This design comes from an exercise in tuning for small area, a short achievable clock period and few clock cycles per item on the open sky130 flow, not from production work. In this exercise RTL edits were held to simulation tests only and were not proved equivalent to the original.

## flow/design.v (module list and top-level ports; edited modules follow where they fit)
// module precalc: 2895 lines
module precalc(
  input clk,
  input rst,
  input [121:0] vertices_data,
  input vertices_empty,
  output vertices_pull,
  output reg [216:0] triangle_data,
  input triangle_full,
  output reg triangle_push
);
  // ...
==> flow/run.sh <==
#!/bin/bash
# synth_recipe.tcl (not shown) runs the flow's synth.tcl, then flattens the netlist and writes it again
# the make line also repeats each setting of config.mk as NAME=value (left out here)
make -C /OpenROAD-flow-scripts/flow DESIGN_CONFIG=/design/flow/config.mk WORK_HOME=/design/flow/orfs CLKGATE_MAP_FILE= SYNTH_SCRIPT=/design/flow/synth_recipe.tcl finish
==> flow/config.mk <==
export PLATFORM = sky130hd
export DESIGN_NAME = precalc
export DESIGN_NICKNAME = precalc
export VERILOG_FILES = /design/flow/design.v
export SDC_FILE = /design/flow/constraint.sdc
export NUM_CORES = 4
export LEC_CHECK = 0
export ABC_AREA = 1
export CAP_MARGIN = 20
export CORE_MARGIN = 2
export CORE_UTILIZATION = 40
export SETUP_SLACK_MARGIN = 2.7
export SLEW_MARGIN = 20
==> flow/constraint.sdc <==
create_clock -name core_clock -period 5.5 [get_ports {clk}]
set_input_delay 1.1000 -clock core_clock [delete_from_list [all_inputs] [get_ports {clk}]]
set_output_delay 1.1000 -clock core_clock [all_outputs]
set_load 0.01 [all_outputs]
==> flow_summary_export.csv, run 1 <==
group,metric,value,unit
cells_and_area,clk_share,0.0772,
worst_setup_path,ff2ff_path_depth,8,
clock_tree,numClockSinks,4745,
global_routing,grt_pass1_vias,124000,
global_routing,grt_pass1_wl,699,mm
cells_and_area,final_common_cell,"dfxtp_1",
global_routing,met1_usage,0.234,
global_routing,grt_max_degree,77,
cells_and_area,postLayoutCellArea,220000,µm²
cells_and_area,fin_util,0.474,
global_routing,met2_usage,0.329,
timing,hold_slack,0.285,ns
clock_tree,cts_resized,833,
placed_design,dp.cells,25600,
placed_design,dpl_worst_slack,0.927,ns
worst_setup_path,cpMaxStageDelayCell,"xor2_1",
floorplanning,start_util,0.402,
global_routing,antenna_found_initial,35,
synthesis,yosysUniqueCellTypes,70,
cells_and_area,stdcell_count,26900,
worst_setup_path,critPathTopFamily,"XOR/XNOR gates",
synthesis,synth-simple-area-share,0.108,
cells_and_area,nClkBuffers,639,
timing,period_minus_slack,2.81,ns
status,status,"timing/DRC/antenna clean",
cells_and_area,multi_input_area_share,0.378,
clock_tree,postCtsSetupBuffers,134,
clock_tree,cts_buffer_depth,4,
cells_and_area,mostFrequentLayoutCells,"4668 x dfxtp_1, 2758 x nand2_1, 2572 x inv_1, 1636 x ha_1, 1343 x a21oi_1",
cells_and_area,buf_share,0.0296,
cells_and_area,area_growth_syn_to_layout,17.9,%
synthesis,synth_nets,21600,
timing,slew_violations,0,
timing,rsz0062_at_grt,"yes",
worst_setup_path,cp.required,6.32,ns
cells_and_area,nNetsFinal,22600,
synthesis,postSynth.asyncResetShare,0,
Testbench counts, summed over its fixed seeds: cycles 656, items 512.
==> run 2: changes to the inputs <==
--- a/flow/config.mk
+++ b/flow/config.mk
@@ -10,4 +10,4 @@
 export CORE_MARGIN = 2
 export CORE_UTILIZATION = 40
-export SETUP_SLACK_MARGIN = 2.7
+export SETUP_SLACK_MARGIN = 2.85
 export SLEW_MARGIN = 20
==> run 2 against run 1 <==
Critical path depth grew 6; flip-flop and latch count is the same; hold slack lost 0.018 ns; global-route usage grew 0.14 points; non-clock buffer count grew 213; register-to-register slack gained 0.03 ns; critical endpoint is now Q_s3[5]; clock skew shrank 0.013 ns; utilization grew 0.80 points; still clean on timing, DRC and antenna; design area grew 1.7%; final cell count grew 0.85%; routed wire length grew 1.7%.
==> flow_summary_export.csv, run 2 <==
group,metric,value,unit
placed_design,dpl_worst_slack,0.944,ns
route,wl,467,mm
global_routing,grt_use_total,0.190,
timing,setup_viol,0,
synthesis,synth_most_common_cell,"dfxtp_1",
synthesis,yosysTopAreaCellShare,0.509,
synthesis,yosysUniqueCellTypes,70,
synthesis,synth_cells,19300,
global_routing,overflow,0,
floorplanning,dieArea,472000,µm²
route,num_vias,128000,
floorplanning,core,464000,µm²
floorplanning,start_util,0.402,
cells_and_area,layout-drive-gt1-share,0.135,
synthesis,postSynth.asyncResetShare,0,
worst_setup_path,cpMaxStageDelayCell,"fa_1",
cells_and_area,reg_top3,"v1_s1: 38 flops, v2_s1: 38 flops, v3_s1: 38 flops",
route,first_pass_iters,8,
clock_tree,cts_tree,"done",
timing,fin_crit_sh,0.505,
timing,relSlewSlack,0.195,
worst_setup_path,worstPathCellList,"fa_1 -> fa_1 -> ha_4 -> nand2_1 -> a21oi_4 -> a211oi_4 -> nand3_4 -> nand2_4 -> nand2_4 -> nand2_2 -> nand2_2 -> a21oi_2 -> xor2_1 -> nand2_1",
timing,finalClockSkew,0.0883,ns
cells_and_area,area_growth_syn_to_layout,19.9,%
global_routing,grt_pass1_wl,705,mm
cells_and_area,fin_util,0.482,
clock_tree,htree_levels,5,
placed_design,io_buffers,344,
global_routing,antenna_found_initial,35,
worst_setup_path,worstSetupStartpointType,"flip-flop",
synthesis,synthFlopType,"dfxtp_1",
global_routing,met2_usage,0.333,
cells_and_area,nNetsFinal,22800,
worst_setup_path,cp_max_fo,3,
synthesis,yosys_register_bits,4745,
synthesis,synth_common_cells,"4745 x dfxtp_1, 2854 x nand2_1, 2675 x inv_1",
synthesis,synth_edf_count,0,
status,status,"timing/DRC/antenna clean",
global_routing,grt_pass1_vias,126000,
synthesis,synth.area.top_cells,"dfxtp_1 51%, ha_1 11%, nand2_1 5.7%, inv_1 5.4%, fa_1 5.2%",
timing,period_minus_slack,2.78,ns
clock_tree,numClockSinks,4745,
worst_setup_path,worstPathArrival,3.73,ns
route,routedWlPerCell,17.2,µm
cells_and_area,stdcell_count,27100,
clock_tree,clk_latency,1.06,ns
synthesis,synth_top_cell_by_area,"dfxtp_1",
global_routing,met1_usage,0.234,
timing,finalHoldViolCount,0,
clock_tree,cts_buffer_depth,4,
cells_and_area,final_common_cell,"dfxtp_1",
synthesis,synth_nets,21600,
route,drc_errors,0,
worst_setup_path,end_kind,"flip-flop",
timing,rsz0062_at_grt,"yes",
timing,worst_slack,2.72,ns
route,drt_iter0_drc,7041,
floorplanning,ios,345,
worst_setup_path,cp_slowest_stage_delay,0.57,ns
route,antenna_left,0,
floorplanning,die_y,687,µm
placed_design,hpwl,355,mm
job,maxCapViolations,0,
placed_design,dp.cells,25600,
worst_hold_path,hold_path_class,"flip-flop to flip-flop",
worst_setup_path,crit_type,"flip-flop to flip-flop",
clock_tree,cts-root-buf,"clkbuf_16",
route,viasPerCell,4.72,
timing,tightest_slew,1.20,ns
synthesis,ys_seq_area_frac,0.509,
synthesis,syn_area_per_cell,9.67,µm²
timing,slew_violations,0,
global_routing,grt_busiest_layer,"met2",
worst_setup_path,cp.required,6.45,ns
clock_tree,tritoncts.num_buffers,475,
synthesis,synth_area,187000,µm²
global_routing,grtUsageMet3,0.0226,
timing,tns,0,ns
placed_design,place_congestion,0.930,
floorplanning,rows,250,
clock_tree,clkSlewWorstSetupHoldPaths,0.06,ns
synthesis,ys_warn_count,1,
global_routing,grt_max_degree,77,
floorplanning,fp.dieW,687,µm
timing,max_freq,360,MHz
cells_and_area,mostFrequentLayoutCells,"4556 x dfxtp_1, 2699 x nand2_1, 2515 x inv_1, 1602 x ha_1, 1300 x a21oi_1",
==> run 2: path summary, 6_finish.rpt <==
check,startpoint,end,slack [ns],cells after the start
max reg2reg,qm_cs1_s2[11],Q_s3[5],2.72,14
min,mb_b7_s14,mb_b7_s15,0.27,0
min reg2reg,mb_b7_s14,mb_b7_s15,0.27,0
max,qm_cs1_s2[11],Q_s3[5],2.72,14
==> run 2: worst max-delay path, delay by kind of cell (launching register included) <==
kind                       cells  cell delay [ns]
adders and majority gates      3             1.28
AOI/OAI and AO/OA              3             0.39
xor gates and xnor gates       1             0.15
and+or+nand+nor                7             0.51
DFF                            1             0.32
==> run 2: cells by family after synthesis <==
kind of cell               Yosys count  share of synthesized area
AOI/OAI and AO/OA                 3303                     0.0969
xor gates and xnor gates          1294                     0.0608
adders and majority gates         2157                      0.164
buffers and inverters             2930                     0.0599
DFF                               4745                      0.509
muxes                               33                    0.00184
and+or+nand+nor                   4848                      0.108
==> run 2: final cells by class <==
cell class	count	area [µm²]
clock buffers	623	13400
well taps	6174	7720
repair inverters	10	67.6
repair buffers	914	8080
multi-input cells	11600	84900
clock inverters	268	3660
flip-flops and latches	4745	95300
inverters	2699	10500
fillers	42800	240000
diodes	54	135
==> run 2: metrics by stage <==
step | instance area (µm²) | hold slack [ns]
after CTS | 218000 | 0.261
after global routing | 224000 | 0.268
after global placement | 197000 | 0.310
after floorplan | 187000 | 0.310
after detailed placement | 197000 | 0.312
final | 224000 | 0.268
==> run 2: timing repair <==
action                     4_1_cts  5_1_grt
hold buffers                     0        0
buffers inserted               249      277
gates cloned                     6       26
setup endpoints to repair      960      710
pin swaps                      106      273
hold endpoints to repair         0        0
resized for setup             1634      901
==> run 2: layer usage <==
metal | share of wire | wire length [µm]
met1 | 0.43 | 201000
met4 | 0.048 | 22300
met3 | 0.039 | 18200
met5 | 0.000051 | 24
met2 | 0.48 | 226000
==> run 3: changes to the inputs <==
--- a/flow/config.mk
+++ b/flow/config.mk
@@ -9,5 +9,5 @@
 export CAP_MARGIN = 20
 export CORE_MARGIN = 2
-export CORE_UTILIZATION = 40
+export CORE_UTILIZATION = 50
 export SETUP_SLACK_MARGIN = 2.85
 export SLEW_MARGIN = 20
==> run 3 against run 2 <==
Global-route usage rose by 4.0 points; still clean on timing, DRC and antenna; non-clock buffer count rose by 34; via count barely moved; design area fell by 0.76%; final cell count fell by 4.5%; critical path type unchanged; synthesized cell count did not move; flip-flop and latch count did not move; utilization rose by 12 points; setup slack got worse by 0.030 ns.
==> flow_summary_export.csv, run 3 <==
group,metric,value,unit
worst_hold_path,hold_start,"m1_b3_s11",
synthesis,synth_most_common_cell,"dfxtp_1",
clock_tree,cts-root-buf,"clkbuf_16",
cells_and_area,nNetsFinal,22800,
clock_tree,clk_latency,0.98,ns
synthesis,ys_warn_count,1,
cells_and_area,stdcell_count,25900,
route,wl,453,mm
worst_setup_path,worstPathArrival,3.70,ns
route,drc_errors,0,
timing,worst_slack,2.69,ns
timing,finalClockSkew,0.0902,ns
global_routing,grt_max_degree,59,
worst_setup_path,end_kind,"flip-flop",
placed_design,dpl_worst_slack,0.939,ns
timing,setup_viol,0,
synthesis,ys_seq_area_frac,0.509,
floorplanning,dieArea,378000,µm²
placed_design,io_buffers,344,
worst_setup_path,crit_type,"flip-flop to flip-flop",
timing,relSlewSlack,0.212,
worst_setup_path,worstSetupStartpointType,"flip-flop",
job,maxCapViolations,0,
clock_tree,htree_levels,5,
timing,slew_violations,0,
timing,tns,0,ns
clock_tree,cts_buffer_depth,4,
route,routedWlPerCell,17.5,µm
clock_tree,clkSlewWorstSetupHoldPaths,0.06,ns
route,antenna_left,0,
cells_and_area,reg_top3,"v1_s1: 38 flops, v2_s1: 38 flops, v3_s1: 38 flops",
worst_setup_path,r2r-start,"qm_cc1_s2[12]",
worst_setup_path,worstPathCellList,"fa_1 -> fa_1 -> ha_4 -> nand2_2 -> a21oi_2 -> a211oi_2 -> nand3_2 -> buf_4 -> buf_6 -> nand2_4 -> o311ai_4 -> a21oi_1 -> o21ai_1",
synthesis,yosysTopAreaCellShare,0.509,
synthesis,yosys_register_bits,4745,
route,num_vias,128000,
timing,rsz0062_at_grt,"yes",
global_routing,antenna_found_initial,33,
synthesis,syn_area_per_cell,9.67,µm²
global_routing,grt_use_total,0.230,
status,status,"timing/DRC/antenna clean",
synthesis,synth_cells,19300,
floorplanning,ios,345,
floorplanning,rows,224,
cells_and_area,mostFrequentLayoutCells,"4584 x dfxtp_1, 2696 x nand2_1, 2514 x inv_1, 1583 x ha_1, 1298 x a21oi_1",
placed_design,dp.cells,24400,
route,drt_iter0_drc,7117,
synthesis,synth_area,187000,µm²
clock_tree,numClockSinks,4745,
floorplanning,fp.dieW,615,µm
worst_setup_path,cp_slowest_stage_delay,0.56,ns
worst_setup_path,cpMaxStageDelayCell,"fa_1",
clock_tree,tritoncts.num_buffers,465,
synthesis,yosysUniqueCellTypes,70,
worst_hold_path,hold_path_class,"flip-flop to flip-flop",
floorplanning,core,372000,µm²
timing,finalHoldViolCount,0,
route,viasPerCell,4.94,
placed_design,place_congestion,0.931,
timing,period_minus_slack,2.81,ns
floorplanning,start_util,0.502,
global_routing,grt_pass1_wl,688,mm
synthesis,synth.area.top_cells,"dfxtp_1 51%, ha_1 11%, nand2_1 5.7%, inv_1 5.4%, fa_1 5.2%",
worst_setup_path,startpoint,"qm_cc1_s2[12]",
cells_and_area,final_common_cell,"dfxtp_1",
synthesis,synth_nets,21600,
route,first_pass_iters,6,
worst_setup_path,cp_max_fo,2,
cells_and_area,area_growth_syn_to_layout,19.0,%
placed_design,hpwl,344,mm
global_routing,overflow,0,
timing,max_freq,356,MHz
floorplanning,die_y,615,µm
worst_setup_path,cp.required,6.39,ns
synthesis,synthFlopType,"dfxtp_1",
synthesis,postSynth.asyncResetShare,0,
synthesis,synth_edf_count,0,
timing,tightest_slew,1.17,ns
timing,hold_slack,0.254,ns
worst_setup_path,cp_common_cell,"fa_1",
global_routing,grt_pass1_vias,124000,
synthesis,synth_top_cell_by_area,"dfxtp_1",
timing,fin_crit_sh,0.511,
synthesis,synth_common_cells,"4745 x dfxtp_1, 2854 x nand2_1, 2675 x inv_1",
clock_tree,cts_tree,"done",
cells_and_area,layout-drive-gt1-share,0.135,
==> run 3: final timing paths <==
path         cells after the start         to  slack, ns
max                             13    Q_s3[6]       2.69
max reg2reg                     13    Q_s3[6]       2.69
min                              0  m1_b3_s12       0.25
min reg2reg                      0  m1_b3_s12       0.25
==> run 3: final cells by class <==
cell class | count | area, µm²
Inverter | 2699 | 10500
Timing Repair Buffer | 948 | 8080
Antenna cell | 36 | 90.1
Fill cell | 32000 | 150000
Sequential cell | 4745 | 95300
Timing Repair inverter | 10 | 76.3
Clock inverter | 242 | 3620
Tap cell | 4972 | 6220
Clock buffer | 612 | 13100
Multi-Input combinational cell | 11700 | 85100
==> run 3: cells by family after synthesis <==
| group | Yosys count | share of synthesized area |
|---|---|---|
| and+or+nand+nor | 4848 | 0.108 |
| DFF | 4745 | 0.509 |
| AOI/OAI and AO/OA | 3303 | 0.0969 |
| buffers and inverters | 2930 | 0.0599 |
| adders and majority gates | 2157 | 0.164 |
| xor gates and xnor gates | 1294 | 0.0608 |
| muxes | 33 | 0.00184 |
==> run 3: per-stage QoR <==
stage / cell area, µm² / util
6_report: 222000 / 0.597
5_1_grt: 222000 / 0.597
4_1_cts: 216000 / 0.581
3_5_place_dp: 196000 / 0.526
3_3_place_gp: 196000 / 0.526
2_1_floorplan: 187000 / -
==> run 3: worst max-delay path: cells and delay by family, from the launching register on <==
| kind | cells | cell delay [ns] |
|---|---|---|
| AO/OA/AOI/OAI | 5 | 0.52 |
| adder cells (fa/ha/maj) | 3 | 1.26 |
| buffers and inverters | 2 | 0.28 |
| flip-flops | 1 | 0.31 |
| AND/OR/NAND/NOR | 3 | 0.31 |
==> run 3: repair_timing <==
action                                 4_1_cts  5_1_grt
buffers inserted                           227      329
resized for setup                         1622      899
pin swaps                                  118      297
endpoints found under the hold margin        0        0
gates cloned                                10       26
setup endpoints to repair                  952      604
hold buffers                                 0        0
==> run 3: metal layers <==
| metal | routed length (µm) | part of all wire | up-vias | track usage |
|---|---|---|---|---|
| met1 | 200000 | 0.44 | 59400 | 0.297 |
| li1 | - | - | 65100 | - |
| met5 | 13 | 0.000029 | - | 0 |
| met3 | 19000 | 0.042 | 849 | 0.0262 |
| met2 | 213000 | 0.47 | 2571 | 0.393 |
| met4 | 20000 | 0.044 | 2 | 0.0903 |
==> run 4: changes to the inputs <==
--- a/flow/config.mk
+++ b/flow/config.mk
@@ -10,4 +10,4 @@
 export CORE_MARGIN = 2
 export CORE_UTILIZATION = 50
-export SETUP_SLACK_MARGIN = 2.85
+export SETUP_SLACK_MARGIN = 2.7
 export SLEW_MARGIN = 20
==> run 4 against run 3 <==
Die area unchanged; critical path depth up 1; clock-buffer cell count is 7 lower; clock skew up 0.012 ns; utilization decreased by 1.2 points; global-route usage up 0.15 points.
==> flow_summary_export.csv, run 4 <==
group,metric,value,unit
global_routing,grt_max_degree,77,
synthesis,synth_top_cell_by_area,"dfxtp_1",
route,wl,449,mm
route,routedWlPerCell,17.5,µm
timing,slew_violations,0,
clock_tree,cts-root-buf,"clkbuf_16",
timing,fin_crit_sh,0.527,
cells_and_area,mostFrequentLayoutCells,"4667 x dfxtp_1, 2769 x nand2_1, 2572 x inv_1, 1627 x ha_1, 1354 x a21oi_1",
timing,tns,0,ns
route,antenna_left,0,
route,num_vias,126000,
clock_tree,clk_latency,1.00,ns
timing,finalHoldViolCount,0,
route,drt_iter0_drc,6740,
global_routing,grt_pass1_wl,690,mm
synthesis,synth_nets,21600,
cells_and_area,reg_top3,"v1_s1: 38 flops, v2_s1: 38 flops, v3_s1: 38 flops",
synthesis,syn_area_per_cell,9.67,µm²
global_routing,grt_pass1_vias,124000,
synthesis,synthFlopType,"dfxtp_1",
clock_tree,tritoncts.num_buffers,459,
worst_setup_path,reg2reg_slack,2.60,ns
synthesis,synth_area,187000,µm²
synthesis,yosys_register_bits,4745,
cells_and_area,regArea,95100,µm²
worst_setup_path,cp_common_cell,"nand2_2",
placed_design,place_congestion,0.923,
synthesis,synth_cells,19300,
cells_and_area,final_common_cell,"dfxtp_1",
timing,finalClockSkew,0.102,ns
placed_design,io_buffers,344,
placed_design,hpwl,347,mm
placed_design,place_area,196000,µm²
synthesis,synth.area.top_cells,"dfxtp_1 51%, ha_1 11%, nand2_1 5.7%, inv_1 5.4%, fa_1 5.2%",
cells_and_area,layout-drive-gt1-share,0.0911,
floorplanning,core,372000,µm²
synthesis,yosysUniqueCellTypes,70,
synthesis,synth_edf_count,0,
status,status,"timing/DRC/antenna clean",
clock_tree,cts_tree,"done",
worst_setup_path,worstPathCellList,"fa_1 -> fa_1 -> ha_4 -> nand2_4 -> a21oi_4 -> a211oi_4 -> nand3_4 -> nand2_2 -> nand2_2 -> nand2_2 -> nand2_2 -> a21oi_2 -> xor2_1 -> nand2_1",
clock_tree,hold_buffers,0,
timing,rsz0062_at_grt,"yes",
synthesis,postSynth.asyncResetShare,0,
global_routing,grt_use_total,0.231,
floorplanning,rows,224,
worst_setup_path,cp.required,6.40,ns
global_routing,overflow,0,
cells_and_area,multi_input_area,83000,µm²
cells_and_area,nFillCells,32400,
route,drc_errors,0,
clock_tree,cts_buffer_depth,4,
clock_tree,clkSlewWorstSetupHoldPaths,0.07,ns
floorplanning,fp.dieW,615,µm
route,first_pass_iters,6,
global_routing,antenna_found_initial,33,
worst_setup_path,worstSetupStartpointType,"flip-flop",
synthesis,synth_common_cells,"4745 x dfxtp_1, 2854 x nand2_1, 2675 x inv_1",
timing,setup_viol,0,
worst_hold_path,hold_path_class,"flip-flop to flip-flop",
floorplanning,dieArea,378000,µm²
timing,period_minus_slack,2.90,ns
worst_setup_path,end_kind,"flip-flop",
worst_setup_path,r2r-start,"qm_cs2_s2[13]",
timing,tightest_slew,1.29,ns
synthesis,ys_seq_area_frac,0.509,
worst_setup_path,cp_max_fo,3,
clock_tree,htree_levels,5,
cells_and_area,postLayoutCellArea,218000,µm²
worst_setup_path,cp_slowest_stage_delay,0.57,ns
worst_setup_path,cpMaxStageDelayCell,"fa_1",
floorplanning,start_util,0.502,
timing,relSlewSlack,0.129,
worst_setup_path,worstPathArrival,3.80,ns
worst_hold_path,hold_start,"anr_4_s6",
worst_setup_path,crit_type,"flip-flop to flip-flop",
worst_setup_path,startpoint,"qm_cs2_s2[13]",
floorplanning,ios,345,
route,viasPerCell,4.92,
cells_and_area,nNetsFinal,22500,
synthesis,yosysTopAreaCellShare,0.509,
timing,max_freq,345,MHz
synthesis,ys_warn_count,1,
synthesis,synth_most_common_cell,"dfxtp_1",
job,maxCapViolations,0,
cells_and_area,area_growth_syn_to_layout,16.5,%
clock_tree,numClockSinks,4745,
floorplanning,die_y,615,µm
## run 4: cell count changes in the layout (fill, tap and decap cells not counted), moves of 56 or more
cell / change
a21oi_1: +56
o21ai_0: +72
buf_2: -159
dfxtp_1: +83
nand2_1: +73
inv_1: +58
buf_6: -73
dlygate4sd2_1: +155
nand2_2: -58
buf_4: -213
dfxtp_2: -70
## run 4: cells by family (layout without fill, tap and decap cells)
group,count (synthesis),in the layout,share of synthesized area
buffers and inverters,2930,4244,0.0599
other,0,15,0
xor gates and xnor gates,1294,1294,0.0608
adders and majority gates,2157,2157,0.164
and+or+nand+nor,4848,4853,0.108
muxes,33,33,0.00184
AOI/OAI and AO/OA,3303,3304,0.0969
DFF,4745,4745,0.509
## run 4: timing repair
item                                   CTS  global route
resized for setup                      657           496
endpoints found under the hold margin    0             0
setup endpoints to repair              866           600
setup buffers                          123           178
pin swaps                               43           117
gates cloned                             4            10
## run 4: path summary, 6_finish.rpt
| path | end | cells after the start |
|---|---|---|
| worst max-delay path | Q_s3[5] | 14 |
| worst min-delay path | anr_4_s7 | 0 |
| worst max register to register | Q_s3[5] | 14 |
| worst min register to register | anr_4_s7 | 0 |
## run 4: per-stage QoR
| stage | setup WS (ns) | util | instances | hold WS (ns) |
|---|---|---|---|---|
| final | 2.60 | 0.585 | 25600 | 0.268 |
| after global routing | 2.41 | 0.585 | 25600 | 0.227 |
| after CTS | 2.60 | 0.576 | 25400 | 0.227 |
| after detailed placement | 0.924 | 0.526 | 24400 | 0.312 |
| after global placement | 0.969 | 0.526 | 24400 | 0.310 |
| after floorplan | 2.25 | - | 19300 | 0.310 |
## run 4: final cells by class
class                      instances  share of cell area
clock buffer                     605              0.0590
multi-input combinational      11600               0.382
clock inverter                   250              0.0167
inverter                        2699              0.0478
tap                             4972              0.0286
timing repair inverter             8            0.000253
timing repair buffer             682              0.0285
sequential                      4745               0.437
antenna                           15            0.000173
## run 4: worst max-delay path: cells and delay by family, from the launching register on
family / cells / cell delay [ns]
adder cells (fa/ha/maj): 3 / 1.34
AO/OA/AOI/OAI: 3 / 0.39
flip-flops: 1 / 0.32
AND/OR/NAND/NOR: 7 / 0.58
XOR/XNOR: 1 / 0.15
## run 4: layer usage
metal	wire length, µm	track usage	up-vias
met5	60	0	-
met1	202000	0.300	58300
met4	18800	0.0893	8
li1	-	-	64400
met2	210000	0.394	2417
met3	18200	0.0268	798

==> port drivers added, routing unchanged <==
No port has a modelled driver above. Below, the same layouts with a new extraction and two added sets of constraints.
Step 1: set_driving_cell puts a clkbuf_16 on clk and a buf_2 on each other input, an assumption about the parent block.
Step 2, shift: input delay + t, output delay - t, t = (earliest + latest rising clock arrival at the registers) / 2. This alone moves slack from input paths to output paths.
Slacks: no drivers / after step 1 / after step 2; pairs: no drivers / after step 1.
run	t (ns)	slack for setup (ns)	worst setup path at the end
run 1	1.131	2.690 / 2.690 / 1.679	input to register
run 2	1.131	2.720 / 2.720 / 1.820	input to register
run 3	1.062	2.690 / 2.690 / 1.885	input to register
run 4	1.067	2.600 / 2.600 / 1.832	input to register
After both steps every run listed still meets setup and hold. The setup slack of run 1, which loses most, moves by 0.000 ns with the drivers and by -1.011 ns with both steps.
